What follows belongs to an exercise in optimizing a design on an open flow for small area, a short achievable clock period and few clock cycles; a production flow would make more cautious choices.
Where RTL was checked, it was by simulation tests only, not by an equivalence proof against the original.
No functional check of the RTL was part of runs 2 to 5.
Power figures rest on the tool's default switching activity, not on a simulated workload.

### run.sh
#!/bin/bash
# synth_recipe.tcl (not shown) runs the flow's synth.tcl, then flattens the netlist and writes it again
# the make line also repeats each setting of config.mk as NAME=value (left out here)
make -C /OpenROAD-flow-scripts/flow DESIGN_CONFIG=/design/flow/config.mk WORK_HOME=/design/flow/orfs CLKGATE_MAP_FILE= SYNTH_SCRIPT=/design/flow/synth_recipe.tcl finish
### config.mk
export PLATFORM = sky130hd
export DESIGN_NAME = huffman
export DESIGN_NICKNAME = huffman
export VERILOG_FILES = /design/flow/design.v
export SDC_FILE = /design/flow/constraint.sdc
export NUM_CORES = 4
export LEC_CHECK = 0
export CAP_MARGIN = 20
export CORE_MARGIN = 2
export CORE_UTILIZATION = 40
export SLEW_MARGIN = 20
### constraint.sdc
create_clock -name core_clock -period 6.0 [get_ports {clk}]
set_input_delay 1.2000 -clock core_clock [delete_from_list [all_inputs] [get_ports {clk}]]
set_output_delay 1.2000 -clock core_clock [all_outputs]
set_load 0.01 [all_outputs]
### design.v
`timescale 1ns/10ps
module CNT_counter(output reg CNT_valid,
                   output reg [7:0] CNT1_tmp,
                   output reg [7:0] CNT2_tmp,
                   output reg [7:0] CNT3_tmp,
                   output reg [7:0] CNT4_tmp,
                   output reg [7:0] CNT5_tmp,
                   output reg [7:0] CNT6_tmp,
                   input gray_valid,
                   input [7:0] gray_data,
                   input clk,
                   input reset);
    localparam TRUE  = 1'b1;
    localparam FALSE = 1'b0;
    reg [6:0] pixel_num [5:0];  
    reg gray_valid_tmp;
    wire send_CNT_flg = gray_valid_tmp & !gray_valid;
    always @(posedge clk) begin
        if (reset) begin
            gray_valid_tmp <= FALSE;
        end
        else begin
            gray_valid_tmp <= gray_valid;
        end
    end
    always @(posedge clk) begin
        if (reset) begin
            CNT_valid <= FALSE;
        end
        else if (send_CNT_flg) begin
            CNT_valid <= TRUE;
        end
        else begin
            CNT_valid <= FALSE;
        end
    end
    always @(posedge clk) begin
        if (reset || send_CNT_flg) begin
            pixel_num[0] <= 7'd0;
            pixel_num[1] <= 7'd0;
            pixel_num[2] <= 7'd0;
            pixel_num[3] <= 7'd0;
            pixel_num[4] <= 7'd0;
            pixel_num[5] <= 7'd0;
        end
        else if (gray_valid) begin
            case(gray_data)
                8'h01: begin
                    pixel_num[0] <= pixel_num[0] + 7'd1;
                end
                8'h02: begin
                    pixel_num[1] <= pixel_num[1] + 7'd1;
                end
                8'h03: begin
                    pixel_num[2] <= pixel_num[2] + 7'd1;
                end
                8'h04: begin
                    pixel_num[3] <= pixel_num[3] + 7'd1;
                end
                8'h05: begin
                    pixel_num[4] <= pixel_num[4] + 7'd1;
                end
                8'h06: begin
                    pixel_num[5] <= pixel_num[5] + 7'd1;
                end
                default begin
                end
            endcase
        end
        else begin
        end
    end
    always @(posedge clk) begin
        if (reset) begin
            CNT1_tmp <= 8'd0;
            CNT2_tmp <= 8'd0;
            CNT3_tmp <= 8'd0;
            CNT4_tmp <= 8'd0;
            CNT5_tmp <= 8'd0;
            CNT6_tmp <= 8'd0;
        end
        else if (send_CNT_flg) begin
            CNT1_tmp <= {1'b0, pixel_num[0]};
            CNT2_tmp <= {1'b0, pixel_num[1]};
            CNT3_tmp <= {1'b0, pixel_num[2]};
            CNT4_tmp <= {1'b0, pixel_num[3]};
            CNT5_tmp <= {1'b0, pixel_num[4]};
            CNT6_tmp <= {1'b0, pixel_num[5]};
        end
        else begin
            CNT1_tmp <= 8'd0;
            CNT2_tmp <= 8'd0;
            CNT3_tmp <= 8'd0;
            CNT4_tmp <= 8'd0;
            CNT5_tmp <= 8'd0;
            CNT6_tmp <= 8'd0;
        end
    end
endmodule
`timescale 1ns/10ps
module order_gen(output reg [2:0] order1,
                 output reg [2:0] order2,
                 output reg [2:0] order3,
                 output reg [2:0] order4,
                 output reg [2:0] order5,
                 output reg [2:0] order6,
                 output order_cmp_flg,
                 input [7:0] CNT1,
                 input [7:0] CNT2,
                 input [7:0] CNT3,
                 input [7:0] CNT4,
                 input [7:0] CNT5,
                 input [7:0] CNT6,
                 input start_order_flg,
                 input clk,
                 input reset);
localparam TRUE  = 1'b1;
localparam FALSE = 1'b0;
reg [2:0] order_ptr;
reg [7:0] order_sel;
assign order_cmp_flg = (order_ptr == 6);
reg [7:0] CNT_tmp [5:0];
always @(*) begin
    CNT_tmp[0] = CNT1;
    CNT_tmp[1] = CNT2;
    CNT_tmp[2] = CNT3;
    CNT_tmp[3] = CNT4;
    CNT_tmp[4] = CNT5;
    CNT_tmp[5] = CNT6;
end
always @(*) begin
    order_sel = CNT_tmp[order_ptr];
end
reg started_flg;
always @(posedge clk) begin
    if (reset || order_cmp_flg) begin
        started_flg <= FALSE;
    end
    else if (start_order_flg) begin
        started_flg <= TRUE;
    end
    else begin
        started_flg <= started_flg;
    end
end
always @(posedge clk) begin
    if (reset || start_order_flg) begin
        order1    <= 3'd0;
        order2    <= 3'd0;
        order3    <= 3'd0;
        order4    <= 3'd0;
        order5    <= 3'd0;
        order6    <= 3'd0;
        order_ptr <= 0;
    end
    else if (started_flg) begin
        order_ptr <= order_ptr + 1;
        if (CNT_tmp[0] < order_sel) begin
            order1 <= order1 + 1;
        end
        else if (CNT_tmp[0] == order_sel) begin
            if (order_ptr < 0) begin
                order1 <= order1 + 1;
            end
        end
        else begin
        end
        if (CNT_tmp[1] < order_sel) begin
            order2 <= order2 + 1;
        end
        else if (CNT_tmp[1] == order_sel) begin
            if (order_ptr < 1) begin
                order2 <= order2 + 1;
            end
        end
        else begin
        end
        if (CNT_tmp[2] < order_sel) begin
            order3 <= order3 + 1;
        end
        else if (CNT_tmp[2] == order_sel) begin
            if (order_ptr < 2) begin
                order3 <= order3 + 1;
            end
        end
        else begin
        end
        if (CNT_tmp[3] < order_sel) begin
            order4 <= order4 + 1;
        end
        else if (CNT_tmp[3] == order_sel) begin
            if (order_ptr < 3) begin
                order4 <= order4 + 1;
            end
        end
        else begin
        end
        if (CNT_tmp[4] < order_sel) begin
            order5 <= order5 + 1;
        end
        else if (CNT_tmp[4] == order_sel) begin
            if (order_ptr < 4) begin
                order5 <= order5 + 1;
            end
        end
        else begin
        end
        if (CNT_tmp[5] < order_sel) begin
            order6 <= order6 + 1;
        end
        else if (CNT_tmp[5] == order_sel) begin
            if (order_ptr < 5) begin
                order6 <= order6 + 1;
            end
        end
        else begin
        end
    end
    else begin
    end
end
endmodule
`timescale 1ns/10ps
module tree_mem(output reg [3:0] node_l_o,
                output reg [3:0] node_r_o,
                input [3:0] node_l_i,
                input [3:0] node_r_i,
                input [3:0] root_sel,
                input w_r,
                input clear,
                input clk,
                input reset);
localparam WRITE      = 1;
localparam READ       = 0;
localparam LEFT       = 1;
localparam RIGHT      = 0;
localparam NODE_EMPTY = 11;
wire [3:0] root_ptr = root_sel-4'd6;
reg [3:0] root_left[4:0];
reg [3:0] root_right[4:0];
always @(negedge clk) begin
    if (reset || clear) begin
        node_l_o      <= NODE_EMPTY;
        node_r_o      <= NODE_EMPTY;
        root_left[0]  <= NODE_EMPTY;  
        root_left[1]  <= NODE_EMPTY;  
        root_left[2]  <= NODE_EMPTY;  
        root_left[3]  <= NODE_EMPTY;  
        root_left[4]  <= NODE_EMPTY;  
        root_right[0] <= NODE_EMPTY;  
        root_right[1] <= NODE_EMPTY;  
        root_right[2] <= NODE_EMPTY;  
        root_right[3] <= NODE_EMPTY;  
        root_right[4] <= NODE_EMPTY;  
    end
    else begin
        case(w_r)
            WRITE: begin
                root_left[root_ptr]  <= node_l_i;
                root_right[root_ptr] <= node_r_i;
            end
            READ: begin
                node_l_o <= root_left[root_ptr];
                node_r_o <= root_right[root_ptr];
            end
        endcase
    end
end
endmodule
`timescale 1ns/10ps
module Combination(output reg [3:0] node_l,
                   output reg [3:0] node_r,
                   output reg [3:0] root_sel,
                   output reg w_r,
                   output reg cmb_cmp_flg,
                   input [2:0] order1,
                   input [2:0] order2,
                   input [2:0] order3,
                   input [2:0] order4,
                   input [2:0] order5,
                   input [2:0] order6,
                   input [7:0] CNT1,
                   input [7:0] CNT2,
                   input [7:0] CNT3,
                   input [7:0] CNT4,
                   input [7:0] CNT5,
                   input [7:0] CNT6,
                   input start_cmb_flg,
                   input clk,
                   input reset);
localparam TRUE       = 1'b1;
localparam FALSE      = 1'b0;
localparam WRITE      = 1;
localparam READ       = 0;
localparam LEFT       = 1;
localparam RIGHT      = 0;
localparam NODE_EMPTY = 11;
reg started_flg;
reg [2:0] time_counter,order_ptr , root_ptr;
wire [7:0] CNT[5:0];
assign CNT[0] = CNT1;
assign CNT[1] = CNT2;
assign CNT[2] = CNT3;
assign CNT[3] = CNT4;
assign CNT[4] = CNT5;
assign CNT[5] = CNT6;
always @(posedge clk) begin
    if (reset) begin
        cmb_cmp_flg <= FALSE;
    end
    else begin
        cmb_cmp_flg <= (time_counter > 3'd4);
    end
end
always @(posedge clk) begin
    if (reset) begin
        started_flg <= FALSE;
    end
    else if (start_cmb_flg) begin
        started_flg <= TRUE;
    end
    else if (time_counter > 3'd4) begin
        started_flg <= FALSE;
    end
    else begin
        started_flg <= started_flg;
    end
end
reg [7:0] CNT_tmp[5:0];
reg [3:0] node[5:0];
reg order_flg;
always @(posedge clk) begin
    if (reset || start_cmb_flg) begin
        order_flg    <= FALSE;
        node_l       <= NODE_EMPTY;
        node_r       <= NODE_EMPTY;
        root_sel     <= 4'd6;
        w_r          <= READ;
        time_counter <= 3'd4;
        order_ptr    <= 3'd0;
        root_ptr     <= 3'd4;
        CNT_tmp[order1] <= CNT[0];
        CNT_tmp[order2] <= CNT[1];
        CNT_tmp[order3] <= CNT[2];
        CNT_tmp[order4] <= CNT[3];
        CNT_tmp[order5] <= CNT[4];
        CNT_tmp[order6] <= CNT[5];
        node[order1]    <= 4'd0;
        node[order2]    <= 4'd1;
        node[order3]    <= 4'd2;
        node[order4]    <= 4'd3;
        node[order5]    <= 4'd4;
        node[order6]    <= 4'd5;
    end
    else if (started_flg) begin
        if (!order_flg) begin
            order_flg             <= TRUE;
            w_r                   <= WRITE;
            time_counter          <= time_counter - 3'd1;
            order_ptr             <= time_counter;
            root_ptr              <= root_ptr - 3'd1;
            CNT_tmp[time_counter] <= CNT_tmp[time_counter] + CNT_tmp[time_counter + 1'd1];
            node[time_counter]    <= {1'b0, root_ptr} + 4'd6;
            node_l                <= node[time_counter + 3'd1];
            node_r                <= node[time_counter];
            root_sel              <= root_ptr + 3'd6;
        end
        else begin
            w_r <= READ;
            if (order_ptr != 3'd0 && CNT_tmp[order_ptr] > CNT_tmp[order_ptr - 3'd1]) begin
                CNT_tmp[order_ptr - 3'd1] <= CNT_tmp[order_ptr];
                CNT_tmp[order_ptr]        <= CNT_tmp[order_ptr - 3'd1];
                node[order_ptr - 3'd1]    <= node[order_ptr];
                node[order_ptr]           <= node[order_ptr - 3'd1];
                order_ptr                 <= order_ptr - 3'd1;
            end
            else begin
                order_flg <= FALSE;
            end
        end
    end
    else begin
        node_l   <= NODE_EMPTY;
        node_r   <= NODE_EMPTY;
        root_sel <= 4'd6;
        w_r      <= READ;
    end
end
endmodule
`timescale 1ns/10ps
module decorder(output reg code_valid,
                output [47:0] HC,
                output [47:0] M,
                output reg [3:0] root_sel,
                input [3:0] node_l_sel,
                input [3:0] node_r_sel,
                input cmb_cmp_flg,
                input clk,
                input reset);
    localparam TRUE       = 1'b1;
    localparam FALSE      = 1'b0;
    localparam WRITE      = 1;
    localparam READ       = 0;
    localparam LEFT       = 1;
    localparam RIGHT      = 0;
    localparam NODE_EMPTY = 11;
    reg [7:0] HC_tmp[5:0];
    reg [7:0] M_tmp[5:0];
    assign HC = {HC_tmp[0], HC_tmp[1], HC_tmp[2], HC_tmp[3], HC_tmp[4], HC_tmp[5]};
    assign M  = {M_tmp[0], M_tmp[1], M_tmp[2], M_tmp[3], M_tmp[4], M_tmp[5]};
    reg cmb_cmp_flg_tmp;
    wire started_flg = cmb_cmp_flg && !cmb_cmp_flg_tmp;
    always @(posedge clk) begin
        cmb_cmp_flg_tmp <= cmb_cmp_flg;
    end
    reg [6:0] now_code, now_mask;
    reg [3:0] node_stack[3:0];
    reg [2:0] layer;
    reg [2:0] layer_stack[3:0];
    reg [2:0] stack_ptr;
    reg detect_l_w;
    always @(posedge clk) begin
        if (reset || started_flg) begin
            code_valid     <= FALSE;
            detect_l_w     <= RIGHT;
            root_sel       <= 4'd6;
            HC_tmp[0]      <= 8'd0;
            HC_tmp[1]      <= 8'd0;
            HC_tmp[2]      <= 8'd0;
            HC_tmp[3]      <= 8'd0;
            HC_tmp[4]      <= 8'd0;
            HC_tmp[5]      <= 8'd0;
            M_tmp[0]       <= 8'd0;
            M_tmp[1]       <= 8'd0;
            M_tmp[2]       <= 8'd0;
            M_tmp[3]       <= 8'd0;
            M_tmp[4]       <= 8'd0;
            M_tmp[5]       <= 8'd0;
            now_code       <= 7'b000_0000;
            now_mask       <= 7'b000_0000;
            node_stack[0]  <= 4'd0;
            node_stack[1]  <= 4'd0;
            node_stack[2]  <= 4'd0;
            node_stack[3]  <= 4'd0;
            layer          <= 3'd0;
            layer_stack[0] <= 3'd0;
            layer_stack[1] <= 3'd0;
            layer_stack[2] <= 3'd0;
            layer_stack[3] <= 3'd0;
            stack_ptr      <= 3'd0;
        end
        else if (cmb_cmp_flg_tmp && !code_valid) begin
            if (detect_l_w == LEFT) begin
                if (node_l_sel < 6) begin  
                    HC_tmp[node_l_sel] <= {now_code, 1'b1};
                    M_tmp[node_l_sel]  <= {now_mask, 1'b1};
                    if (stack_ptr == 0)begin
                        code_valid <= TRUE;
                    end
                    else begin
                        layer      <= layer_stack[stack_ptr-3'd1];
                        root_sel   <= node_stack[stack_ptr-3'd1];
                        detect_l_w <= LEFT;
                        now_code   <= now_code >> (layer-layer_stack[stack_ptr-3'd1]);
                        now_mask   <= now_mask >> (layer-layer_stack[stack_ptr-3'd1]);
                        stack_ptr  <= stack_ptr - 3'd1;
                    end
                end
                else begin
                    layer      <= layer + 3'd1;
                    root_sel   <= node_l_sel;
                    detect_l_w <= RIGHT;
                    now_code   <= {now_code[5:0], 1'b1};
                    now_mask   <= {now_mask[5:0], 1'b1};
                end
            end
            else begin
                if (node_r_sel < 6) begin  
                    detect_l_w         <= LEFT;
                    HC_tmp[node_r_sel] <= {now_code, 1'b0};
                    M_tmp[node_r_sel]  <= {now_mask, 1'b1};
                end
                else begin
                    layer                  <= layer + 3'd1;
                    root_sel               <= node_r_sel;
                    detect_l_w             <= RIGHT;
                    now_code               <= {now_code[5:0], 1'b0};
                    now_mask               <= {now_mask[5:0], 1'b1};
                    node_stack[stack_ptr]  <= root_sel;
                    layer_stack[stack_ptr] <= layer;
                    stack_ptr              <= stack_ptr+3'd1;
                end
            end
        end
        else begin
        end
    end
endmodule
`timescale 1ns/10ps
module huffman(clk,
               reset,
               gray_valid,
               gray_data,
               CNT_valid,
               CNT1,
               CNT2,
               CNT3,
               CNT4,
               CNT5,
               CNT6,
               code_valid,
               HC1,
               HC2,
               HC3,
               HC4,
               HC5,
               HC6,
               M1,
               M2,
               M3,
               M4,
               M5,
               M6);
    input clk;
    input reset;
    input gray_valid;
    input [7:0] gray_data;
    output CNT_valid;
    output [7:0] CNT1, CNT2, CNT3, CNT4, CNT5, CNT6;
    output code_valid;
    output [7:0] HC1, HC2, HC3, HC4, HC5, HC6;
    output [7:0] M1, M2, M3, M4, M5, M6;
    localparam TRUE  = 1'b1;
    localparam FALSE = 1'b0;
    localparam WRITE = 1;
    localparam READ  = 0;
    reg [7:0] CNT1_tmp, CNT2_tmp, CNT3_tmp, CNT4_tmp, CNT5_tmp, CNT6_tmp;
    always @(posedge clk) begin
        if (reset) begin
            CNT1_tmp <= 8'd0;
            CNT2_tmp <= 8'd0;
            CNT3_tmp <= 8'd0;
            CNT4_tmp <= 8'd0;
            CNT5_tmp <= 8'd0;
            CNT6_tmp <= 8'd0;
        end
        else if (CNT_valid) begin
            CNT1_tmp <= CNT1;
            CNT2_tmp <= CNT2;
            CNT3_tmp <= CNT3;
            CNT4_tmp <= CNT4;
            CNT5_tmp <= CNT5;
            CNT6_tmp <= CNT6;
        end
        else begin
        end
    end
    CNT_counter CNT_counter1(
    .CNT_valid(CNT_valid),
    .CNT1_tmp(CNT1),
    .CNT2_tmp(CNT2),
    .CNT3_tmp(CNT3),
    .CNT4_tmp(CNT4),
    .CNT5_tmp(CNT5),
    .CNT6_tmp(CNT6),
    .gray_valid(gray_valid),
    .gray_data(gray_data),
    .clk(clk),
    .reset(reset)
    );
    wire start_order_flg = CNT_valid;
    wire [2:0] order1;
    wire [2:0] order2;
    wire [2:0] order3;
    wire [2:0] order4;
    wire [2:0] order5;
    wire [2:0] order6;
    wire order_cmp_flg;
    order_gen order_gen1(
    .order1(order1),
    .order2(order2),
    .order3(order3),
    .order4(order4),
    .order5(order5),
    .order6(order6),
    .order_cmp_flg(order_cmp_flg),
    .CNT1(CNT1_tmp),
    .CNT2(CNT2_tmp),
    .CNT3(CNT3_tmp),
    .CNT4(CNT4_tmp),
    .CNT5(CNT5_tmp),
    .CNT6(CNT6_tmp),
    .start_order_flg(start_order_flg),
    .clk(clk),
    .reset(reset)
    );
    reg order_cmp_flg_tmp;
    always @(posedge clk) begin
        order_cmp_flg_tmp <= order_cmp_flg;
    end
    wire node_w_r, cmb_cmp_flg;
    wire start_cmb_flg = order_cmp_flg && !order_cmp_flg_tmp;
    wire [3:0] root_sel_dcd;
    wire [3:0] node_l_o, node_r_o, node_l_i, node_r_i, root_sel_cmb;
    wire [3:0] root_sel_i = cmb_cmp_flg ? root_sel_dcd : root_sel_cmb;
    wire w_r              = cmb_cmp_flg ? READ : node_w_r;
    tree_mem tree_mem1(
    .node_l_o(node_l_o),
    .node_r_o(node_r_o),
    .node_l_i(node_l_i),
    .node_r_i(node_r_i),
    .root_sel(root_sel_i),
    .w_r(w_r),
    .clear(start_cmb_flg),
    .clk(clk),
    .reset(reset)
    );
    Combination Combination1(
    .node_l(node_l_i),
    .node_r(node_r_i),
    .root_sel(root_sel_cmb),
    .w_r(node_w_r),
    .cmb_cmp_flg(cmb_cmp_flg),
    .order1(order1),
    .order2(order2),
    .order3(order3),
    .order4(order4),
    .order5(order5),
    .order6(order6),
    .CNT1(CNT1_tmp),
    .CNT2(CNT2_tmp),
    .CNT3(CNT3_tmp),
    .CNT4(CNT4_tmp),
    .CNT5(CNT5_tmp),
    .CNT6(CNT6_tmp),
    .start_cmb_flg(start_cmb_flg),
    .clk(clk),
    .reset(reset));
    decorder decorder1(
    .code_valid(code_valid),
    .HC({HC1, HC2, HC3, HC4, HC5, HC6}),
    .M({M1, M2, M3, M4, M5, M6}),
    .root_sel(root_sel_dcd),
    .node_l_sel(node_l_o),
    .node_r_sel(node_r_o),
    .cmb_cmp_flg(cmb_cmp_flg),
    .clk(clk),
    .reset(reset));
endmodule
==> results of run 1 <==
report_power, final:
group / internal, uW / switching, uW
sequential: 3440 / 92.9
combinational: 239 / 298
clock: 2000 / 1510
critical path: cells and delay by family, from the launching register on:
family / cells / cell delay [ns]
fa+ha+maj: 1 / 0.29
buf+inv: 1 / 0.12
flops: 1 / 0.54
simple gates: 5 / 1.31
metal layers:
metal  part of all wire, %  vias up  track usage (%)
met3                   8.1      180             4.87
met4                   3.1        0             8.90
met1                    42    10500             33.4
li1                      -     9850                -
met5                     0        -                0
met2                    47     1037             41.2
cells in the final DEF, fill, tap and decap left out, types with 35 or more instances in the layout:
cell	synthesis	final
clkbuf_16	0	53
edfxtp_1	226	226
o21ai_0	86	86
nand2b_1	58	58
dfxtp_1	245	242
and3_1	46	46
ha_1	94	94
a21oi_1	150	150
clkdlybuf4s50_1	0	149
nand3_1	62	62
nor3_1	41	41
and2_1	142	142
nand2_1	199	199
mux4_2	66	66
buf_4	12	95
mux2i_1	165	164
inv_1	52	123
a211oi_1	36	35
nor2_1	297	296
o211ai_1	37	37
Yosys cell counts (10+ instances only):
library cell  instances
xor2_1               26
buf_2                31
a222oi_1             13
dfxtp_1             245
xnor2_1              25
a21oi_1             150
o21ai_0              86
and3_1               46
o21a_1               23
buf_1                13
o31ai_1              13
a221oi_1             15
buf_4                12
o211ai_1             37
a22o_1               12
nand2b_1             58
edfxtp_1            226
nand4_1              27
nand2_1             199
mux4_2               66
nor3_1               41
nor2_1              297
inv_1                52
mux2i_1             165
mux2_2               10
nand3_1              62
a211oi_1             36
a21o_1               10
clkbuf_1            117
and2_1              142
o221ai_1             12
a31oi_1              19
ha_1                 94
nor2b_1              33
or3_1                13
cell families (layout without fill, tap and decap cells):
| family | Yosys count | after routing | synth area share, % |
|---|---|---|---|
| simple gates | 976 | 976 | 18.7 |
| other cells | 1 | 6 | 0.0144 |
| compound gates | 512 | 512 | 13.4 |
| fa+ha+maj | 96 | 96 | 4.68 |
| flops | 471 | 471 | 45.0 |
| xor+xnor | 51 | 51 | 1.72 |
| buf+inv | 231 | 464 | 3.80 |
| mux | 246 | 246 | 12.8 |
sequential cells by signal (all words and copies together) (netlist names), 12 cells and up, named ones only:
name and count:
decorder1.HC_tmp 48, CNT_counter1.pixel_num 42, decorder1.M_tmp 48, tree_mem1.root_right 32
decorder1.layer_stack 12, Combination1.node 24, decorder1.node_stack 12, tree_mem1.root_left 32
Combination1.CNT_tmp 48
final timing paths:
check / endpoint / from / slack (ns)
worst max-delay path: tree_mem1.root_right[1][3] / order_gen1.order_ptr[0] / 0.41
worst min-delay path: CNT_counter1.CNT5_tmp[6] / CNT_counter1.pixel_num[4][6] / 0.49
worst max register to register: tree_mem1.root_right[1][3] / order_gen1.order_ptr[0] / 0.41
worst min register to register: CNT_counter1.CNT5_tmp[6] / CNT_counter1.pixel_num[4][6] / 0.49
through the flow:
| stage | cell area, um2 | total power (uW) |
|---|---|---|
| detailed placement | 28500 | 4190 |
| global placement | 28500 | 4170 |
| finish | 30600 | 7580 |
| floorplan | 26000 | 3980 |
| CTS | 30600 | 7620 |
| global route | 30600 | 7850 |
cell type report:
type | instances | area (um2)
Tap cell | 855 | 1070
Clock inverter | 102 | 627
Timing Repair Buffer | 246 | 2230
Fill cell | 5917 | 33800
Inverter | 52 | 195
Clock buffer | 64 | 1410
Sequential cell | 471 | 11700
Multi-Input combinational cell | 1887 | 13400
==> run notes, run 1 <==
* Status: finished clean
* Post-CTS Repair Setup Buffers at 0
* Pre-CTS WS at 0.113 ns
* Initial antenna violation count at 0
* Core area at 64,300 um2
* Max-slew headroom at 25.3%
* Max incr delay on CP at 0.54 ns
* Rows at 93
* Die Height at 259 um
* Routed Wire Length at 86,500 um
* Final Max Slew Viols at 0
* Clk buf depth at 3
* Crit end category: flop
* CTS buffer count at 51
* Leakage power at 0.0115 uW
* Clock sinks at 471
* VDD IR max at 0.203 mV
* Top_reg_cell synth: dfxtp_1
* Crit path launch type: flop
* Vias in the first global route at 20,600
* Dpl cells at 3,511
* CTS clk-pin slew, worst paths at 0.06 ns
* Area grow syn2layout at 17.6%
* Via-to-Cell Ratio at 5.87
* Post-CTS Hold Buffers at 0
* Initial core utilization at 40.4%
* Gate Count Post-Synth at 2,584
* RSZ-0062 raised after global routing: no
* Die width at 259 um
* Pwr dens at 248 nW/um2
* Post-route DRC at 0
* Final setup fails at 0
* Sequential area share after synthesis at 45.0%
* Worst-Skew Late Latency at 0.65 ns
* R2r worst-path depth at 7
* CTS tree: built
* Yosys top cell area share at 26.1%
* Gr usage total at 25.2%
* Total gr overflow at 0
* Detailed-route wire length per cell at 23.5 um
* Placer Congestion at 0.976
* Layout cells sized above 1 at 10.9%
* Vias post-DR at 21,600
* Hold WS at 0.486 ns
* Worst-path cell chain: inv_1, ha_1, nand3b_4, nand2_1, nor2_1, and3_1, nand2b_1
* Clock Skews at 0.0525 ns
* Synth unique cells at 100
* Crit Path Max Fanout at 9
* 1st-pass router iterations at 8
* FFs w/ async S/R, synth at 0%
* DRT iter0 DRCs at 2,095
* Final hold violations at 0
* CP max-delay cell: dfxtp_1
* Synth area leader: edfxtp_1
* Setup Crit Path Kind: flop to flop
* Diode count at 0
* First-pass GRT wire length at 129,000 um
* Max-Cap Viols at 0
* Routed Antenna Nets at 0
* Cell Count, Final, Fillers Out at 3,677
* Arr. time, crit path at 2.88 ns
* Synth warnings at 8
* Final Net Count at 2,888
* Slew @ Worst Pin at 1.11 ns
* Post-CTS sizing at 0
* Pin count of the biggest net entering global routing at 44
* Synth Area per Inst at 10.1 um2
* HP Class: flop to flop
* Setup WS post-layout at 0.409 ns
* Die area at 67,100 um2
* Hpwl dp at 63,700 um
* EDFF count, synth at 226
* H-tree depth at 2
* Hold Path Stages at 1
* IO buf count at 150
* Layout Utilization at 47.5%
* Critical path data required time at 3.29 ns
* IO Pins at 157
* Clock Tree Root: clkbuf_16
* Synthesized area at 26,000 um2
* Synthesized flop and latch total at 471
* Setup TNS at 0 ns
* Top post-synthesis cells by area: edfxtp_1, dfxtp_1, mux2i_1
Testbench counts, summed over its fixed seeds: cycles 26,185.
==> run 2: changes to the inputs <==
==> design.v (replaced) <==
`timescale 1ns/10ps
module huffman(clk,
               reset,
               gray_valid,
               gray_data,
               CNT_valid,
               CNT1,
               CNT2,
               CNT3,
               CNT4,
               CNT5,
               CNT6,
               code_valid,
               HC1,
               HC2,
               HC3,
               HC4,
               HC5,
               HC6,
               M1,
               M2,
               M3,
               M4,
               M5,
               M6);
    input clk;
    input reset;
    input gray_valid;
    input [7:0] gray_data;
    output reg CNT_valid;
    output [7:0] CNT1, CNT2, CNT3, CNT4, CNT5, CNT6;
    output reg code_valid;
    output [7:0] HC1, HC2, HC3, HC4, HC5, HC6;
    output [7:0] M1, M2, M3, M4, M5, M6;
    reg gv_d;
    reg run;
    reg [6:0] cnt [0:5];
    reg [2:0] pos [0:5];
    reg [4:0] hc  [0:5];
    reg [4:0] mk  [0:5];
    wire active = CNT_valid | run;
    wire [4:0] gt;
    wire [4:0] sw;
    genvar g;
    generate
        for (g = 0; g < 5; g = g + 1) begin : cmp
            assign gt[g] = cnt[g] > cnt[g+1];
            if (g == 0) begin : f
                assign sw[g] = gt[g];
            end else begin : n
                assign sw[g] = gt[g] & ~gt[g-1];
            end
        end
    endgenerate
    wire merge = active & ~|gt;
    wire two_left = ~|{pos[0][2:1], pos[1][2:1], pos[2][2:1],
                       pos[3][2:1], pos[4][2:1], pos[5][2:1]};
    wire last = merge & two_left;
    wire [6:0] sum = cnt[0] + cnt[1];
    always @(posedge clk) begin
        if (reset) begin
            gv_d       <= 1'b0;
            CNT_valid  <= 1'b0;
            run        <= 1'b0;
            code_valid <= 1'b0;
        end else begin
            gv_d       <= gray_valid;
            CNT_valid  <= gv_d & ~gray_valid;
            run        <= active & ~last;
            code_valid <= last;
        end
    end
    integer i;
    always @(posedge clk) begin
        for (i = 0; i < 6; i = i + 1) begin
            if (reset || last)
                cnt[i] <= 7'd0;
            else if (active) begin
                if (merge) begin
                    if (i == 0)
                        cnt[i] <= sum;
                    else if (i == 5)
                        cnt[i] <= 7'h7f;
                    else
                        cnt[i] <= cnt[(i+1)%6];
                end else if (i < 5 && sw[i%5])
                    cnt[i] <= cnt[(i+1)%6];
                else if (i > 0 && sw[(i+4)%5])
                    cnt[i] <= cnt[(i+5)%6];
            end else if (gray_valid && gray_data == 6 - i)
                cnt[i] <= cnt[i] + 7'd1;
        end
    end
    function [5:0] jdec(input [2:0] p);
        jdec = {p[2] & ~p[1], p[1] & ~p[0], p[2] & p[0],
                ~p[2] & p[1], ~p[1] & p[0], ~p[2] & ~p[0]};
    endfunction
    always @(posedge clk) begin
        for (i = 0; i < 6; i = i + 1) begin
            if (gray_valid) begin
                pos[i] <= (i == 0) ? 3'b100 : (i == 1) ? 3'b110 :
                          (i == 2) ? 3'b111 : (i == 3) ? 3'b011 :
                          (i == 4) ? 3'b001 : 3'b000;
                hc[i]  <= 5'd0;
                mk[i]  <= 5'd0;
            end else if (active) begin
                if (merge) begin
                    if (~pos[i][2] & ~pos[i][1]) begin
                        pos[i] <= 3'b000;
                        mk[i] <= {mk[i][3:0], 1'b1};
                        if (~pos[i][0])
                            hc[i] <= hc[i] | (~mk[i] & {mk[i][3:0], 1'b1});
                    end else
                        pos[i] <= {~pos[i][0], pos[i][2], pos[i][1]};
                end else begin
                    if (|(jdec(pos[i]) & {1'b0, sw}))
                        pos[i] <= {pos[i][1], pos[i][0], ~pos[i][2]};
                    else if (|(jdec(pos[i]) & {sw, 1'b0}))
                        pos[i] <= {~pos[i][0], pos[i][2], pos[i][1]};
                end
            end
        end
    end
    assign CNT1 = {1'b0, cnt[5]};
    assign CNT2 = {1'b0, cnt[4]};
    assign CNT3 = {1'b0, cnt[3]};
    assign CNT4 = {1'b0, cnt[2]};
    assign CNT5 = {1'b0, cnt[1]};
    assign CNT6 = {1'b0, cnt[0]};
    assign HC1 = {3'b0, hc[0]};
    assign HC2 = {3'b0, hc[1]};
    assign HC3 = {3'b0, hc[2]};
    assign HC4 = {3'b0, hc[3]};
    assign HC5 = {3'b0, hc[4]};
    assign HC6 = {3'b0, hc[5]};
    assign M1 = {3'b0, mk[0]};
    assign M2 = {3'b0, mk[1]};
    assign M3 = {3'b0, mk[2]};
    assign M4 = {3'b0, mk[3]};
    assign M5 = {3'b0, mk[4]};
    assign M6 = {3'b0, mk[5]};
endmodule
--- a/config.mk
+++ b/config.mk
@@ -7,5 +7,7 @@
 export LEC_CHECK = 0
+export ABC_CLOCK_PERIOD_IN_PS = 3500
 export CAP_MARGIN = 20
 export CORE_MARGIN = 2
-export CORE_UTILIZATION = 40
+export CORE_UTILIZATION = 50
+export SETUP_SLACK_MARGIN = 2.5
 export SLEW_MARGIN = 20
==> run notes, run 2 <==
* HP Class: flop to flop (unchanged)
* Dpl cells at 1,397 (was 3,511)
* Die Height at 133 um (was 259 um)
* Critical path data required time at 6.34 ns (was 3.29 ns)
* Worst-Skew Late Latency at 0.43 ns (was 0.65 ns)
* Clock sinks at 124 (was 471)
* Arr. time, crit path at 3.73 ns (was 2.88 ns)
* Layout Utilization at 62.2% (was 47.5%)
* Final setup fails at 0 (unchanged)
* Max reg flops at 42
* Yosys top cell area share at 30.0% (was 26.1%)
* DRT iter0 DRCs at 848 (was 2,095)
* Top post-synthesis cells by area: dfxtp_1, a21oi_1, ha_1 (was edfxtp_1, dfxtp_1, mux2i_1)
* Top_reg_cell synth: dfxtp_1 (unchanged)
* Min Tclk post-route at 3.39 ns
* Synth Area per Inst at 7.46 um2 (was 10.1 um2)
* Layout cells sized above 1 at 8.87% (was 10.9%)
* Pre-CTS WS at 1.60 ns (was 0.113 ns)
* Max incr delay on CP at 0.54 ns (about the same)
* Detailed-route wire length per cell at 16.8 um (was 23.5 um)
* Setup WS post-layout at 2.61 ns (was 0.409 ns)
* Max-slew headroom at 45.9% (was 25.3%)
* EDFF count, synth at 0 (was 226)
* CTS clk-pin slew, worst paths at 0.06 ns (about the same)
* Routed Wire Length at 24,200 um (was 86,500 um)
* Commonest non-fill, non-tap cell in the layout: nor2_1 (unchanged)
* Fillers at 1,547 (was 5,917)
* Setup TNS at 0 ns (unchanged)
* Cell Count, Final, Fillers Out at 1,438 (was 3,677)
* Footprint of the multi-input gates at 5260 um2 (was 13,400 um2)
* Post-route DRC at 0 (unchanged)
* Die area at 17,600 um2 (was 67,100 um2)
* Max Freq at 295 MHz
* Synth warnings at 5 (was 8)
* Initial core utilization at 50.5% (was 40.4%)
* IO Pins at 157 (unchanged)
* Via-to-Cell Ratio at 5.88 (was 5.87)
* Final Max Slew Viols at 0 (unchanged)
* Vias in the first global route at 7,540 (was 20,600)
* Status: finished clean (unchanged)
* Leakage power at 0.00367 uW (was 0.0115 uW)
* Synth area leader: dfxtp_1 (was edfxtp_1)
* Sequential area share after synthesis at 30.0% (was 45.0%)
* IO buf count at 114 (was 150)
* Total gr overflow at 0 (unchanged)
* Rows at 47 (was 93)
* CTS tree: built (unchanged)
* Area grow syn2layout at 23.2% (was 17.6%)
* Clk buf depth at 2 (was 3)
* Synthesized flop and latch total at 124 (was 471)
* Final period util at 56.5%
* Gr usage total at 26.7% (was 25.2%)
* H-tree depth at 4 (was 2)
* RSZ-0062 raised after global routing: yes (was no)
* VDD IR max at 0.223 mV (was 0.203 mV)
* Max-Cap Viols at 0 (unchanged)
* 1st-pass router iterations at 7 (was 8)
* Leading cell types in the layout, fill and taps excluded: nor2_1, dfxtp_1, a21oi_1, clkdlybuf4s50_1, inv_1 (was nor2_1, dfxtp_1, edfxtp_1, nand2_1, mux2i_1)
* Placer Congestion at 0.874 (was 0.976)
* Clock Tree Root: clkbuf_16 (unchanged)
* Worst-path cell chain: inv_1, ha_1, a21oi_1, o21ai_0, o21a_1, nor2_1, a21oi_2, mux2i_1, nand2_1, a31oi_1 (was inv_1, ha_1, nand3b_4, nand2_1, nor2_1, and3_1, nand2b_1)
* Slew @ Worst Pin at 0.805 ns (was 1.11 ns)
* Pin count of the biggest net entering global routing at 76 (was 44)
* Worst R2R Setup Slack at 2.61 ns (was 0.41 ns)
* FFs w/ async S/R, synth at 0% (unchanged)
* Core area at 16,400 um2 (was 64,300 um2)
* Initial antenna violation count at 0 (unchanged)
* Top-count cell post-synth: nor2_1 (unchanged)
* Pwr dens at 237 nW/um2 (was 248 nW/um2)
* CP max-delay cell: dfxtp_1 (unchanged)
* Diode count at 0 (unchanged)
* Crit Path Max Fanout at 9 (unchanged)
* CTS buffer count at 17 (was 51)
* Routed Antenna Nets at 0 (unchanged)
* Hpwl dp at 16,800 um (was 63,700 um)
* First-pass GRT wire length at 38,900 um (was 129,000 um)
* Crit path launch type: flop (unchanged)
* Vias post-DR at 8,454 (was 21,600)
* FF/Latch Area at 2480 um2 (was 11,700 um2)
* Final hold violations at 0 (unchanged)
* Gate Count Post-Synth at 1,111 (was 2,584)
* Final Net Count at 1,264 (was 2,888)
* Register name with the most flops: cnt
* Total design power at 2420 uW (was 7580 uW)
* Die width at 133 um (was 259 um)
* Synth unique cells at 78 (was 100)
* Clock Skews at 0.0143 ns (was 0.0525 ns)
* Most frequent cells after synthesis: nor2_1, dfxtp_1, a21oi_1, inv_1, nand2_1 (was nor2_1, dfxtp_1, edfxtp_1, nand2_1, mux2i_1)
* Crit end category: flop (unchanged)
* Setup Crit Path Kind: flop to flop (unchanged)
* Top Registers: cnt x42, hc x30, mk x30 (was Combination1.CNT_tmp x48, decorder1.HC_tmp x48, decorder1.M_tmp x48)
* Synthesized area at 8290 um2 (was 26,000 um2)
run 2: changes by cell type after synthesis, moves of 46 or more:
cell / change
and2_1: -136
clkbuf_1: -78
dfxtp_1: -121
edfxtp_1: -226
ha_1: -47
mux2i_1: -143
mux4_2: -66
nand2_1: -118
nand2b_1: -52
nor2_1: -159
o21ai_0: -46
run 2: final timing paths:
kind / cells past startpoint / end / from
worst max-delay path: 10 / cnt[2][4] / cnt[2][4]
worst min-delay path: 1 / CNT_valid / gv_d
worst max register to register: 10 / cnt[2][4] / cnt[2][4]
worst min register to register: 1 / CNT_valid / gv_d
run 2: layout make-up:
class	instances	area share, %
multi-input cells	847	51.5
flip-flops and latches	124	24.3
repair buffers	130	12.3
clock buffers	18	4.20
inverters	85	3.12
well taps	220	2.70
clock inverters	14	1.79
run 2: cell families after synthesis:
family          Yosys count  share of synthesized area [%]
other cells               1                         0.0452
simple gates            370                           20.9
compound gates          355                           27.9
flops                   124                           30.0
mux                      22                           2.66
xor+xnor                  8                          0.845
buf+inv                 183                           10.4
fa+ha+maj                48                           7.34
run 2: per-stage QoR:
stage | area [um2] | hold slack, ns
CTS | 10100 | 0.463
finish | 10200 | 0.459
global placement | 9390 | 0.448
global route | 10200 | 0.475
detailed placement | 9390 | 0.456
floorplan | 8440 | 0.438
run 2: what timing repair did:
item	in CTS	in global routing
pin swaps	2	2
cloned	1	1
gates resized for setup	6	26
endpoints found under the setup margin	73	58
hold buffers	0	0
buffers inserted	3	4
run 2: per-layer routing:
layer / track usage [%] / wire (um) / vias up / share of wire [%]
met5: 0 / 0 / - / 0
met4: 8.42 / 445 / 0 / 1.8
met3: 5.36 / 1830 / 36 / 7.5
met2: 41.9 / 11000 / 336 / 45
met1: 37.0 / 11000 / 3955 / 45
li1: - / - / 4127 / -
run 2: report_power, final:
part,switching [uW],internal (uW),total (uW),leakage (uW)
combinational,309,159,469,0.00237
sequential,28.2,836,865,0.00100
clock,423,663,1090,0.000294
total,760,1660,2420,0.00367
run 2: critical path: cells and delay by family, from the launching register on:
kind,cells,cell delay (ns)
mux,1,0.36
buf+inv,1,0.15
flops,1,0.54
simple gates,2,0.38
fa+ha+maj,1,0.33
compound gates,5,1.54
==> run 3: changes to the inputs <==
--- a/config.mk
+++ b/config.mk
@@ -7,3 +7,3 @@
 export LEC_CHECK = 0
-export ABC_CLOCK_PERIOD_IN_PS = 3500
+export ABC_CLOCK_PERIOD_IN_PS = 2500
 export CAP_MARGIN = 20
@@ -11,3 +11,3 @@
 export CORE_UTILIZATION = 50
-export SETUP_SLACK_MARGIN = 2.5
+export SETUP_SLACK_MARGIN = 3.5
 export SLEW_MARGIN = 20
==> run notes, run 3 <==
* Final hold violations at 0 (unchanged)
* Hold-critical path endpoint: hc[3][1] (was CNT_valid)
* H-tree depth at 4 (unchanged)
* Area grow syn2layout at 64.3% (was 23.2%)
* Die area at 17,600 um2 (unchanged)
* Final Max Slew Viols at 0 (unchanged)
* Vias post-DR at 10,500 (was 8,454)
* Synth area leader: dfxtp_1 (unchanged)
* Setup Crit Path Kind: flop to flop (unchanged)
* CTS clk-pin slew, worst paths at 0.07 ns (was 0.06 ns)
* Placer Congestion at 0.873 (was 0.874)
* Synth warnings at 5 (unchanged)
* Clock Skews at 0.0158 ns (was 0.0143 ns)
* DRT iter0 DRCs at 1,217 (was 848)
* Setup WS post-layout at 3.01 ns (was 2.61 ns)
* HP Class: flop to flop (unchanged)
* Total design power at 2870 uW (was 2420 uW)
* Rows at 47 (unchanged)
* CTS buffer count at 17 (unchanged)
* Clock Tree Root: clkbuf_16 (unchanged)
* Initial core utilization at 50.5% (unchanged)
* Post-route DRC at 0 (unchanged)
* Max Freq at 335 MHz (was 295 MHz)
* Final period util at 49.8% (was 56.5%)
* Max reg flops at 42 (unchanged)
* Top_reg_cell synth: dfxtp_1 (unchanged)
* R2R Path End: cnt[1][4] (was cnt[2][4])
* Hold Path Stages at 2 (was 1)
* Core area at 16,400 um2 (unchanged)
* First-pass GRT wire length at 49,500 um (was 38,900 um)
* Slew @ Worst Pin at 0.823 ns (was 0.805 ns)
* Die width at 133 um (unchanged)
* Final setup fails at 0 (unchanged)
* Final Net Count at 1,451 (was 1,264)
* Diode count at 0 (unchanged)
* Critical path data required time at 6.36 ns (was 6.34 ns)
* Top-count cell post-synth: nor2_1 (unchanged)
* FFs w/ async S/R, synth at 0% (unchanged)
* Routed Wire Length at 37,100 um (was 24,200 um)
* Leakage power at 0.00562 uW (was 0.00367 uW)
* Most frequent cells after synthesis: nor2_1, dfxtp_1, a21oi_1, inv_1, nand2_1 (unchanged)
* Register name with the most flops: cnt (unchanged)
* Hold WS at 0.462 ns (was 0.459 ns)
* Synth Area per Inst at 7.46 um2 (unchanged)
* Post-Place Cell Area at 9950 um2 (was 9390 um2)
* R2r worst-path depth at 12 (was 10)
* Via-to-Cell Ratio at 6.43 (was 5.88)
* Reg-to-reg startpoint: cnt[1][5] (was cnt[2][4])
* Pin count of the biggest net entering global routing at 76 (unchanged)
* EDFF count, synth at 0 (unchanged)
* Vias in the first global route at 9,188 (was 7,540)
* Clk buf depth at 2 (unchanged)
* Worst-Skew Late Latency at 0.44 ns (was 0.43 ns)
* Fillers at 985 (was 1,547)
* Top post-synthesis cells by area: dfxtp_1, a21oi_1, ha_1 (unchanged)
* Status: finished clean (unchanged)
* VDD IR max at 0.237 mV (was 0.223 mV)
* Hpwl dp at 18,100 um (was 16,800 um)
* Die Height at 133 um (unchanged)
* Total gr overflow at 0 (unchanged)
* Routed Antenna Nets at 0 (unchanged)
* Pwr dens at 211 nW/um2 (was 237 nW/um2)
* Setup TNS at 0 ns (unchanged)
* Yosys top cell area share at 30.0% (unchanged)
* Commonest non-fill, non-tap cell in the layout: buf_4 (was nor2_1)
* Hold_sp: hc[3][1] (was gv_d)
* Synthesized area at 8290 um2 (unchanged)
* IO buf count at 114 (unchanged)
* IO Pins at 157 (unchanged)
* Synth unique cells at 78 (unchanged)
* Max-Cap Viols at 0 (unchanged)
* Clock sinks at 124 (unchanged)
* Synthesized flop and latch total at 124 (unchanged)
* Pre-CTS WS at 2.40 ns (was 1.60 ns)
* Crit Path Max Fanout at 8 (was 9)
* RSZ-0062 raised after global routing: yes (unchanged)
* Top Registers: cnt x42, hc x30, mk x30 (unchanged)
* Crit end category: flop (unchanged)
* Arr. time, crit path at 3.34 ns (was 3.73 ns)
* Detailed-route wire length per cell at 22.8 um (was 16.8 um)
* Initial antenna violation count at 0 (unchanged)
* Gr usage total at 35.1% (was 26.7%)
* Sequential area share after synthesis at 30.0% (unchanged)
* Fin area at 13,600 um2 (was 10,200 um2)
* Leading cell types in the layout, fill and taps excluded: buf_4, nor2_1, dlygate4sd2_1, dfxtp_1 (was nor2_1, dfxtp_1, a21oi_1, clkdlybuf4s50_1, inv_1)
* Max-slew headroom at 45.1% (was 45.9%)
* CTS tree: built (unchanged)
* 1st-pass router iterations at 7 (unchanged)
* Min Tclk post-route at 2.99 ns (was 3.39 ns)
* Worst R2R Setup Slack at 3.01 ns (was 2.61 ns)
* Layout cells sized above 1 at 39.0% (was 8.87%)
* Crit path launch type: flop (unchanged)
* Gate Count Post-Synth at 1,111 (unchanged)
## run 3: cell counts after synthesis
No cell type changed its count.
## run 3: cells by family (layout without fill, tap and decap cells)
kind of cell / Yosys count / after routing / share of synthesized area (%)
AND/OR/NAND/NOR: 370 / 371 / 20.9
AO/OA/AOI/OAI: 355 / 360 / 27.9
adder cells (fa/ha/maj): 48 / 48 / 7.34
XOR/XNOR: 8 / 8 / 0.845
buffers and inverters: 183 / 430 / 10.4
other: 1 / 42 / 0.0452
multiplexers: 22 / 22 / 2.66
flip-flops: 124 / 124 / 30.0
## run 3: layout make-up
cell class	instances	area [um2]	area share, %
Timing Repair Buffer	313	3000	22.0
Sequential cell	124	2640	19.3
Inverter	85	337	2.47
Clock buffer	17	425	3.12
Multi-Input combinational cell	851	6780	49.8
Tap cell	220	275	2.02
Clock inverter	15	171	1.26
## run 3: where the power goes
group	leakage [uW]	switching [uW]	internal (uW)	total [uW]
registers	0.00104	34.9	822	857
clock network	0.000292	475	595	1070
logic	0.00429	531	412	943
## run 3: worst max path at each step
stage,startpoint,to,slack [ns]
6_report,cnt[1][5],cnt[1][4],3.01
5_1_grt,cnt[1][5],cnt[1][4],3.00
4_1_cts,cnt[1][5],pos[3][1],3.26
3_5_place_dp,gray_data[4],cnt[2][0],2.40
3_3_place_gp,gray_data[4],cnt[2][6],2.43
2_1_floorplan,gray_data[4],cnt[2][0],3.24
## run 3: timing repair
item / 4_1_cts / 5_1_grt
gates resized for setup: 292 / 138
hold buffers: 0 / 0
setup buffers: 123 / 65
setup endpoints to repair: 221 / 125
pin swaps: 75 / 88
cloned: 9 / 1
## run 3: worst max-delay path, stage by stage (launching register included)
cell,delay (ns)
dfxtp_4,0.37
buf_6,0.13
ha_4,0.26
nand4_1,0.19
or2_1,0.34
o21a_4,0.20
a211oi_4,0.32
buf_12,0.20
and2_4,0.28
buf_12,0.16
o21ai_1,0.09
a21o_1,0.18
a31oi_1,0.19
## run 3: per-layer routing
metal | up-vias | wire [um] | GRT usage, %
met5 | - | 0 | 0
met4 | 0 | 2760 | 16.7
met3 | 293 | 4030 | 7.20
met2 | 798 | 16900 | 56.9
met1 | 4844 | 13400 | 44.8
li1 | 4518 | - | -
## run 3: metrics by stage
| stage | std cells | utilization, % |
|---|---|---|
| 2_1_floorplan | 1152 | - |
| 3_3_place_gp | 1395 | 60.6 |
| 3_5_place_dp | 1395 | 60.6 |
| 4_1_cts | 1559 | 75.6 |
| 5_1_grt | 1625 | 83.0 |
| 6_report | 1625 | 83.0 |
==> run 4: changes to the inputs <==
--- a/design.v
+++ b/design.v
@@ -40,3 +40,5 @@
     reg [4:0] mk  [0:5];
-    wire active = CNT_valid | run;
+    reg ph;
+    reg [4:0] gtr;
+    wire active = run & ph;
     wire [4:0] gt;
@@ -48,5 +50,5 @@
             if (g == 0) begin : f
-                assign sw[g] = gt[g];
+                assign sw[g] = gtr[g];
             end else begin : n
-                assign sw[g] = gt[g] & ~gt[g-1];
+                assign sw[g] = gtr[g] & ~gtr[g-1];
             end
@@ -54,3 +56,3 @@
     endgenerate
-    wire merge = active & ~|gt;
+    wire merge = active & ~|gtr;
     wire two_left = ~|{pos[0][2:1], pos[1][2:1], pos[2][2:1],
@@ -64,2 +66,3 @@
             run        <= 1'b0;
+            ph         <= 1'b0;
             code_valid <= 1'b0;
@@ -68,3 +71,4 @@
             CNT_valid  <= gv_d & ~gray_valid;
-            run        <= active & ~last;
+            run        <= (CNT_valid | run) & ~last;
+            ph         <= CNT_valid | (run & ~ph);
             code_valid <= last;
@@ -73,2 +77,3 @@
     integer i;
+    always @(posedge clk) gtr <= gt;
     always @(posedge clk) begin
==> run notes, run 4 <==
* H-tree depth at 4 (unchanged)
* CTS clk-pin slew, worst paths at 0.06 ns (was 0.07 ns)
* Routed Antenna Nets at 0 (unchanged)
* Commonest non-fill, non-tap cell in the layout: nor2_1 (was buf_4)
* Total gr overflow at 0 (unchanged)
* Synth unique cells at 82 (was 78)
* Post-route DRC at 0 (unchanged)
* Crit Path Max Fanout at 28 (was 8)
* First-pass GRT wire length at 43,200 um (was 49,500 um)
* Worst R2R Setup Slack at 3.56 ns (was 3.01 ns)
* Detailed-route wire length per cell at 18.6 um (was 22.8 um)
* Register name with the most flops: cnt (unchanged)
* Max reg flops at 42 (unchanged)
* Gate Count Post-Synth at 1,146 (was 1,111)
* Core area at 17,200 um2 (was 16,400 um2)
* Worst-path cell chain: and2_4, buf_4, o21ai_1, o32a_1, a21oi_1, nor3_1 (was buf_6, ha_4, nand4_1, or2_1, o21a_4, a211oi_4, buf_12, and2_4, buf_12, o21ai_1, a21o_1, a31oi_1)
* Crit path launch type: flop (unchanged)
* Pin count of the biggest net entering global routing at 80 (was 76)
* Top_reg_cell synth: dfxtp_1 (unchanged)
* CTS buffer count at 17 (unchanged)
* EDFF count, synth at 0 (unchanged)
* Status: finished clean (unchanged)
* DRT iter0 DRCs at 768 (was 1,217)
* Vias post-DR at 8,947 (was 10,500)
* Leading cell types in the layout, fill and taps excluded: nor2_1, a21oi_1, dlygate4sd2_1, dfxtp_1, inv_1 (was buf_4, nor2_1, dlygate4sd2_1, dfxtp_1)
* Initial antenna violation count at 0 (unchanged)
* Final period util at 40.7% (was 49.8%)
* Hpwl dp at 18,200 um (was 18,100 um)
* Setup TNS at 0 ns (unchanged)
* CTS tree: built (unchanged)
* Crit end category: flop (unchanged)
* Routed Wire Length at 27,300 um (was 37,100 um)
* Top Registers: cnt x42, hc x30, mk x30 (unchanged)
* Arr. time, crit path at 2.76 ns (was 3.34 ns)
* Top post-synthesis cells by area: dfxtp_1, ha_1, a21oi_1 (was dfxtp_1, a21oi_1, ha_1)
* Top-count cell post-synth: nor2_1 (unchanged)
* Leakage power at 0.00440 uW (was 0.00562 uW)
* Sequential area share after synthesis at 29.9% (was 30.0%)
* Die Height at 136 um (was 133 um)
* Synthesized flop and latch total at 130 (was 124)
* Clock sinks at 130 (was 124)
* Clk buf depth at 2 (unchanged)
* HP Class: flop to flop (unchanged)
* Post-CTS Hold Buffers at 0 (unchanged)
* Diode count at 0 (unchanged)
* Rows at 48 (was 47)
* Routing usage on met2 at 45.1% (was 56.9%)
* Final Max Slew Viols at 0 (unchanged)
* Clock Tree Root: clkbuf_16 (unchanged)
* Min Tclk post-route at 2.44 ns (was 2.99 ns)
* IO buf count at 114 (unchanged)
* Final hold violations at 0 (unchanged)
* Layout cells sized above 1 at 12.1% (was 39.0%)
* Worst-Skew Late Latency at 0.43 ns (was 0.44 ns)
* GR Util met3 at 6.52% (was 7.20%)
* VDD IR max at 0.207 mV (was 0.237 mV)
* Critical path data required time at 6.32 ns (was 6.36 ns)
* Most frequent cells after synthesis: nor2_1, dfxtp_1, a21oi_1, inv_1, o21ai_0 (was nor2_1, dfxtp_1, a21oi_1, inv_1, nand2_1)
* Layout Utilization at 61.8% (was 83.0%)
* Final setup fails at 0 (unchanged)
* IO Pins at 157 (unchanged)
* Pwr dens at 189 nW/um2 (was 211 nW/um2)
* RSZ-0062 raised after global routing: yes (unchanged)
* Vias in the first global route at 7,983 (was 9,188)
* Initial core utilization at 50.7% (was 50.5%)
* M1 GR Usage at 40.9% (was 44.8%)
* CP max-delay cell: dfxtp_1 (was dfxtp_4)
* Setup Crit Path Kind: flop to flop (unchanged)
* Clock Skews at 0.0135 ns (was 0.0158 ns)
* FFs w/ async S/R, synth at 0% (unchanged)
* Die area at 18,500 um2 (was 17,600 um2)
* Synth warnings at 5 (unchanged)
* Yosys top cell area share at 29.9% (was 30.0%)
* Synth Area per Inst at 7.60 um2 (was 7.46 um2)
* Die width at 136 um (was 133 um)
* Busiest grt layer: met2 (unchanged)
* Placer Congestion at 0.907 (was 0.873)
* Area grow syn2layout at 21.8% (was 64.3%)
* Max-slew headroom at 45.7% (was 45.1%)
* Max Freq at 410 MHz (was 335 MHz)
* Slew @ Worst Pin at 0.809 ns (was 0.823 ns)
* Via-to-Cell Ratio at 6.09 (was 6.43)
* Synth area leader: dfxtp_1 (unchanged)
* Gr usage total at 29.7% (was 35.1%)
* 1st-pass router iterations at 5 (was 7)
* Final Net Count at 1,290 (was 1,451)
* Max incr delay on CP at 0.46 ns (was 0.37 ns)
* Max-Cap Viols at 0 (unchanged)
* Synthesized area at 8710 um2 (was 8290 um2)
run 4: cell count changes after synthesis, sizes merged, moves of 7 or more:
cell	previous run	this run
nand2	81	56
a31oi	47	32
nor2b	3	17
clkbuf	39	52
o21ai	48	61
nor2	142	131
a21oi	123	114
nand3	51	43
nor3b	4	12
o31ai	5	12
run 4: per-stage QoR:
stage	total power [uW]	cell area, um2	setup WS (ns)	hold WS (ns)	cells
6_report	2010	10600	3.56	0.459	1469
5_1_grt	2070	10600	3.45	0.484	1469
4_1_cts	2020	10500	3.50	0.463	1467
3_5_place_dp	991	9780	2.57	0.455	1421
3_3_place_gp	992	9780	2.59	0.447	1421
2_1_floorplan	982	8940	3.34	0.438	1187
run 4: layout make-up:
type / count / area (um2)
fill: 1683 / 6560
clock inverter: 14 / 139
timing repair buffer: 139 / 1240
clock buffer: 18 / 439
inverter: 88 / 332
tap: 225 / 282
sequential: 130 / 2710
multi-input combinational: 855 / 5470
run 4: cells by family (layout without fill, tap and decap cells):
family                   count (synthesis)  in the layout  share of synthesized area, %
adder cells (fa/ha/maj)                 48             48                          6.98
buffers and inverters                  203            259                          11.1
other                                    1             42                        0.0430
XOR/XNOR                                 5              5                         0.502
AND/OR/NAND/NOR                        373            373                          21.6
AO/OA/AOI/OAI                          366            367                          27.6
multiplexers                            20             20                          2.35
flip-flops                             130            130                          29.9
run 4: final timing paths:
path                            startpoint         to  depth (start not counted)
worst max-delay path                   run  cnt[1][3]                          6
worst min-delay path                  gv_d  CNT_valid                          1
worst max register to register         run  cnt[1][3]                          6
worst min register to register        gv_d  CNT_valid                          1
run 4: critical path, delay by kind of cell (launching register included):
kind,cells,cell delay [ns]
buffers and inverters,1,0.39
AO/OA/AOI/OAI,3,0.98
flip-flops,1,0.46
AND/OR/NAND/NOR,2,0.47
run 4: repair_timing:
item	in CTS	in global routing
hold endpoints to repair	0	0
pin swaps	10	8
setup endpoints to repair	160	58
buffers inserted	12	2
resized for setup	189	23
cloned	2	0
run 4: where the power goes:
part           total [uW]  internal [uW]  switching [uW]
combinational         108           34.6            73.7
clock                1030            593             440
sequential            867            857            10.2
run 4: layer usage:
metal	part of all wire (%)	vias up	wire length, um
li1	-	4284	-
met1	44	4189	12000
met2	44	419	12100
met3	9.3	55	2550
met4	2.3	0	636
met5	0	-	0
==> run 5: changes to the inputs <==
--- a/design.v
+++ b/design.v
@@ -38,4 +38,10 @@
     reg [2:0] pos [0:5];
-    reg [4:0] hc  [0:5];
-    reg [4:0] mk  [0:5];
+    reg [5:0] cw  [0:5];
+    wire [5:0] ab [0:5];
+    genvar q;
+    generate
+        for (q = 0; q < 6; q = q + 1) begin : msk
+            assign ab[q] = {1'b0, ab[q][5:1] | cw[q][5:1]};
+        end
+    endgenerate
     reg ph;
@@ -108,4 +114,3 @@
                           (i == 4) ? 3'b001 : 3'b000;
-                hc[i]  <= 5'd0;
-                mk[i]  <= 5'd0;
+                cw[i]  <= 6'd1;
             end else if (active) begin
@@ -114,5 +119,5 @@
                         pos[i] <= 3'b000;
-                        mk[i] <= {mk[i][3:0], 1'b1};
-                        if (~pos[i][0])
-                            hc[i] <= hc[i] | (~mk[i] & {mk[i][3:0], 1'b1});
+                        cw[i] <= (ab[i] & cw[i]) |
+                                 (~ab[i] & cw[i] & {6{~pos[i][0]}}) |
+                                 (~ab[i] & ~cw[i] & {cw[i][4:0], 1'b0});
                     end else
@@ -134,14 +139,14 @@
     assign CNT6 = {1'b0, cnt[0]};
-    assign HC1 = {3'b0, hc[0]};
-    assign HC2 = {3'b0, hc[1]};
-    assign HC3 = {3'b0, hc[2]};
-    assign HC4 = {3'b0, hc[3]};
-    assign HC5 = {3'b0, hc[4]};
-    assign HC6 = {3'b0, hc[5]};
-    assign M1 = {3'b0, mk[0]};
-    assign M2 = {3'b0, mk[1]};
-    assign M3 = {3'b0, mk[2]};
-    assign M4 = {3'b0, mk[3]};
-    assign M5 = {3'b0, mk[4]};
-    assign M6 = {3'b0, mk[5]};
+    assign HC1 = {3'b0, cw[0][4:0] & ab[0][4:0]};
+    assign HC2 = {3'b0, cw[1][4:0] & ab[1][4:0]};
+    assign HC3 = {3'b0, cw[2][4:0] & ab[2][4:0]};
+    assign HC4 = {3'b0, cw[3][4:0] & ab[3][4:0]};
+    assign HC5 = {3'b0, cw[4][4:0] & ab[4][4:0]};
+    assign HC6 = {3'b0, cw[5][4:0] & ab[5][4:0]};
+    assign M1 = {3'b0, ab[0][4:0]};
+    assign M2 = {3'b0, ab[1][4:0]};
+    assign M3 = {3'b0, ab[2][4:0]};
+    assign M4 = {3'b0, ab[3][4:0]};
+    assign M5 = {3'b0, ab[4][4:0]};
+    assign M6 = {3'b0, ab[5][4:0]};
 endmodule
==> run notes, run 5 <==
* Status: finished clean (unchanged)
* Synth area leader: dfxtp_1 (unchanged)
* DRT iter0 DRCs at 819 (was 768)
* Post-route DRC at 0 (unchanged)
* Vias post-DR at 9,172 (was 8,947)
* Gate Count Post-Synth at 1,142 (was 1,146)
* R2r worst-path depth at 6 (unchanged)
* H-tree depth at 3 (was 4)
* RSZ-0062 raised after global routing: yes (unchanged)
* Top-count cell post-synth: dfxtp_1 (was nor2_1)
* IO Pins at 157 (unchanged)
* Max-slew headroom at 58.4% (was 45.7%)
* 1st-pass router iterations at 5 (unchanged)
* First-pass GRT wire length at 43,000 um (was 43,200 um)
* Routing usage on met2 at 47.4% (was 45.1%)
* FFs w/ async S/R, synth at 0% (unchanged)
* Top_reg_cell synth: dfxtp_1 (unchanged)
* Max reg flops at 42 (unchanged)
* Final period util at 48.0% (was 40.7%)
* Leakage power at 0.00475 uW (was 0.00440 uW)
* Final setup fails at 0 (unchanged)
* Register name with the most flops: cnt (unchanged)
* Detailed-route wire length per cell at 18.8 um (was 18.6 um)
* Placer Congestion at 0.854 (was 0.907)
* Max Freq at 347 MHz (was 410 MHz)
* Clock sinks at 106 (was 130)
* Clock Tree Root: clkbuf_16 (unchanged)
* Worst R2R Setup Slack at 3.55 ns (was 3.56 ns)
* Clock Skews at 0.0145 ns (was 0.0135 ns)
* Reg-to-reg startpoint: gtr[0] (was run)
* Synthesized area at 8670 um2 (was 8710 um2)
* Hold-critical path endpoint: CNT_valid (unchanged)
* Slew @ Worst Pin at 0.623 ns (was 0.809 ns)
* Min Tclk post-route at 2.88 ns (was 2.44 ns)
* Family with the most delay on the worst path: simple AND/OR/NAND/NOR gates (was compound AO/OA/AOI/OAI gates)
* Final hold violations at 0 (unchanged)
* Crit Path Max Fanout at 5 (was 28)
* Die area at 18,400 um2 (was 18,500 um2)
* HP Class: flop to flop (unchanged)
* Clk buf depth at 2 (unchanged)
* GR Util met3 at 4.79% (was 6.52%)
* Commonest non-fill, non-tap cell in the layout: a21oi_1 (was nor2_1)
* Worst-Skew Late Latency at 0.37 ns (was 0.43 ns)
* Final Max Slew Viols at 0 (unchanged)
* Dpl cells at 1,406 (was 1,421)
* Hold_sp: gv_d (unchanged)
* Rows at 48 (unchanged)
* Hold Path Stages at 1 (unchanged)
* Max incr delay on CP at 0.41 ns (was 0.46 ns)
* Post-CTS Hold Buffers at 0 (unchanged)
* Crit path launch type: flop (unchanged)
* Die width at 136 um (about the same)
* Setup TNS at 0 ns (unchanged)
* IO buf count at 114 (unchanged)
* Synth Area per Inst at 7.59 um2 (was 7.60 um2)
* Leading cell types in the layout, fill and taps excluded: a21oi_1, o21ai_0, buf_4, nor2_1, nand2_1 (was nor2_1, a21oi_1, dlygate4sd2_1, dfxtp_1, inv_1)
* Layout Utilization at 64.9% (was 61.8%)
* Top Registers: cnt x42, cw x36, pos x18 (was cnt x42, hc x30, mk x30)
* Pin count of the biggest net entering global routing at 50 (was 80)
* CTS buffer count at 9 (was 17)
* Via-to-Cell Ratio at 6.07 (was 6.09)
* Final Net Count at 1,340 (was 1,290)
* Layout cells sized above 1 at 25.7% (was 12.1%)
* Synth warnings at 4 (was 5)
* Busiest grt layer: met2 (unchanged)
* Routed Antenna Nets at 0 (unchanged)
* Arr. time, crit path at 1.68 ns (was 2.76 ns)
* EDFF count, synth at 0 (unchanged)
* Most frequent cells after synthesis: dfxtp_1, a21oi_1, o21ai_0, nor2_1, inv_1 (was nor2_1, dfxtp_1, a21oi_1, inv_1, o21ai_0)
* Synthesized flop and latch total at 106 (was 130)
* Synth unique cells at 91 (was 82)
* Die Height at 136 um (about the same)
* Diode count at 0 (unchanged)
* Hpwl dp at 17,700 um (was 18,200 um)
* Total gr overflow at 0 (unchanged)
* CTS clk-pin slew, worst paths at 0.07 ns (was 0.06 ns)
* Yosys top cell area share at 24.5% (was 29.9%)
* M1 GR Usage at 39.7% (was 40.9%)
* Initial core utilization at 50.7% (about the same)
* Sequential area share after synthesis at 24.5% (was 29.9%)
* CTS tree: built (unchanged)
* Fillers at 1,531 (was 1,683)
* R2R Path End: cnt[5][6] (was cnt[1][3])
* Cell Count, Final, Fillers Out at 1,510 (was 1,469)
* Area grow syn2layout at 28.1% (was 21.8%)
* Top post-synthesis cells by area: dfxtp_1, ha_1, a21oi_1 (unchanged)
* Worst-path cell chain: or3_4, nor2_4, inv_2, nor2_4, inv_2, and2_1, buf_2 (was and2_4, buf_4, o21ai_1, o32a_1, a21oi_1, nor3_1)
* Initial antenna violation count at 0 (unchanged)
* Setup Crit Path Kind: flop to output pin (was flop to flop)
* Vias in the first global route at 8,076 (was 7,983)
* Crit end category: output pin (was flop)
* Core area at 17,100 um2 (was 17,200 um2)
* Gr usage total at 29.2% (was 29.7%)
* Critical path data required time at 4.80 ns (was 6.32 ns)
* Pwr dens at 124 nW/um2 (was 189 nW/um2)
* CP max-delay cell: or3_4 (was dfxtp_1)
* Routed Wire Length at 28,300 um (was 27,300 um)
* VDD IR max at 0.162 mV (was 0.207 mV)
* Max-Cap Viols at 0 (unchanged)
* Critical path buffer and inverter count at 3 (was 1)
[run 5: changes by cell type after synthesis, sizes merged, moves of 10 or more]
cell | previous run | this run
and2 | 3 | 35
a31oi | 32 | 16
buf | 63 | 84
and3 | 7 | 27
a21oi | 114 | 95
nor2 | 131 | 80
clkbuf | 52 | 40
inv | 86 | 72
dfxtp | 130 | 106
o21ai | 61 | 96
a211oi | 16 | 6
[run 5: area by class of cell]
class                           instances  area [um2]  share of cell area (%)
Clock buffer                            9         225                    2.03
Clock inverter                          6        52.6                   0.473
Inverter                               72         270                    2.43
Multi-Input combinational cell        883        6090                    54.8
Sequential cell                       106        2300                    20.7
Tap cell                              225         282                    2.53
Timing Repair Buffer                  209        1890                    17.0
[run 5: worst reg2reg max path, stage by stage (launching register included)]
cell	delay [ns]
dfxtp_2	0.51
buf_4	0.30
and4bb_2	0.37
and3_2	0.35
a21oi_4	0.50
o311ai_0	0.23
nor2_1	0.11
[run 5: logic make-up after synthesis]
| family | synth area share [%] |
|---|---|
| AND/OR/NAND/NOR | 27.6 |
| flip-flops | 24.5 |
| multiplexers | 2.44 |
| buffers and inverters | 11.3 |
| AO/OA/AOI/OAI | 26.9 |
| XOR/XNOR | 0.202 |
| other | 0.0432 |
| adder cells (fa/ha/maj) | 7.01 |
[run 5: worst max path at each step]
stage	cells past startpoint	slack (ns)	from	endpoint
after floorplan	6	3.47	gray_valid	cnt[3][1]
after global placement	7	2.49	gray_valid	cnt[0][0]
after detailed placement	7	2.46	gray_valid	cnt[0][0]
after CTS	7	3.07	cw[1][5]	HC2[0]
after global routing	7	3.04	cw[1][3]	HC2[0]
final	7	3.12	cw[1][3]	HC2[0]
[run 5: repair_timing]
action,in CTS,in global routing
endpoints found under the setup margin,178,87
pin swaps,32,27
gates cloned,3,1
buffers inserted,55,30
gates resized for setup,406,115
[run 5: metrics by stage]
stage / hold slack [ns] / power (uW) / setup slack, ns / cell area (um2)
global route: 0.471 / 1420 / 3.04 / 11100
detailed placement: 0.450 / 813 / 2.46 / 9620
global placement: 0.445 / 813 / 2.49 / 9620
CTS: 0.460 / 1380 / 3.07 / 10600
floorplan: 0.438 / 806 / 3.47 / 8850
finish: 0.458 / 1380 / 3.12 / 11100
[run 5: metal layers]
metal | wire, um | vias to the layer above
met5 | 0 | -
met4 | 673 | 0
met3 | 2130 | 52
met2 | 13200 | 403
met1 | 12300 | 4330
li1 | - | 4387
[run 5: power by group]
group,switching (uW),internal (uW),leakage (uW)
Clock,300,286,0.000130
Combinational,69.0,33.3,0.00372
Sequential,6.16,686,0.000899
Total,375,1010,0.00475

afterwards: timing with drivers on the ports:
No port has a modelled driver above. Below, the same layouts with a new extraction and two added sets of constraints. Step 1 sets driving cells, clkbuf_16 on the clock port and buf_2 on the other inputs (assumed; they add their load-dependent delay and slew). Step 2 adds t to the input delays and takes it off the output delays; t is the mean of the earliest and latest rising clock arrival at the registers after step 1. Input paths then give back, and output paths get back, about the clock's delay inside the block. Three values: no drivers, after step 1, after step 2; two values: the first two.
run | t (ns) | setup slack, ns | pins driven straight from the clock port
run 2 | 0.471 | 2.611 / 2.611 / 2.202 | 1
run 3 | 0.484 | 3.015 / 3.015 / 2.739 | 1
run 4 | 0.472 | 3.559 / 3.559 / 3.109 | 1
run 5 | 0.404 | 3.118 / 3.074 / 3.166 | 1
After both steps every run listed still meets setup and hold. For run 4, which loses most, drivers alone change the setup slack by 0.000 ns; drivers and shift together by -0.450 ns.
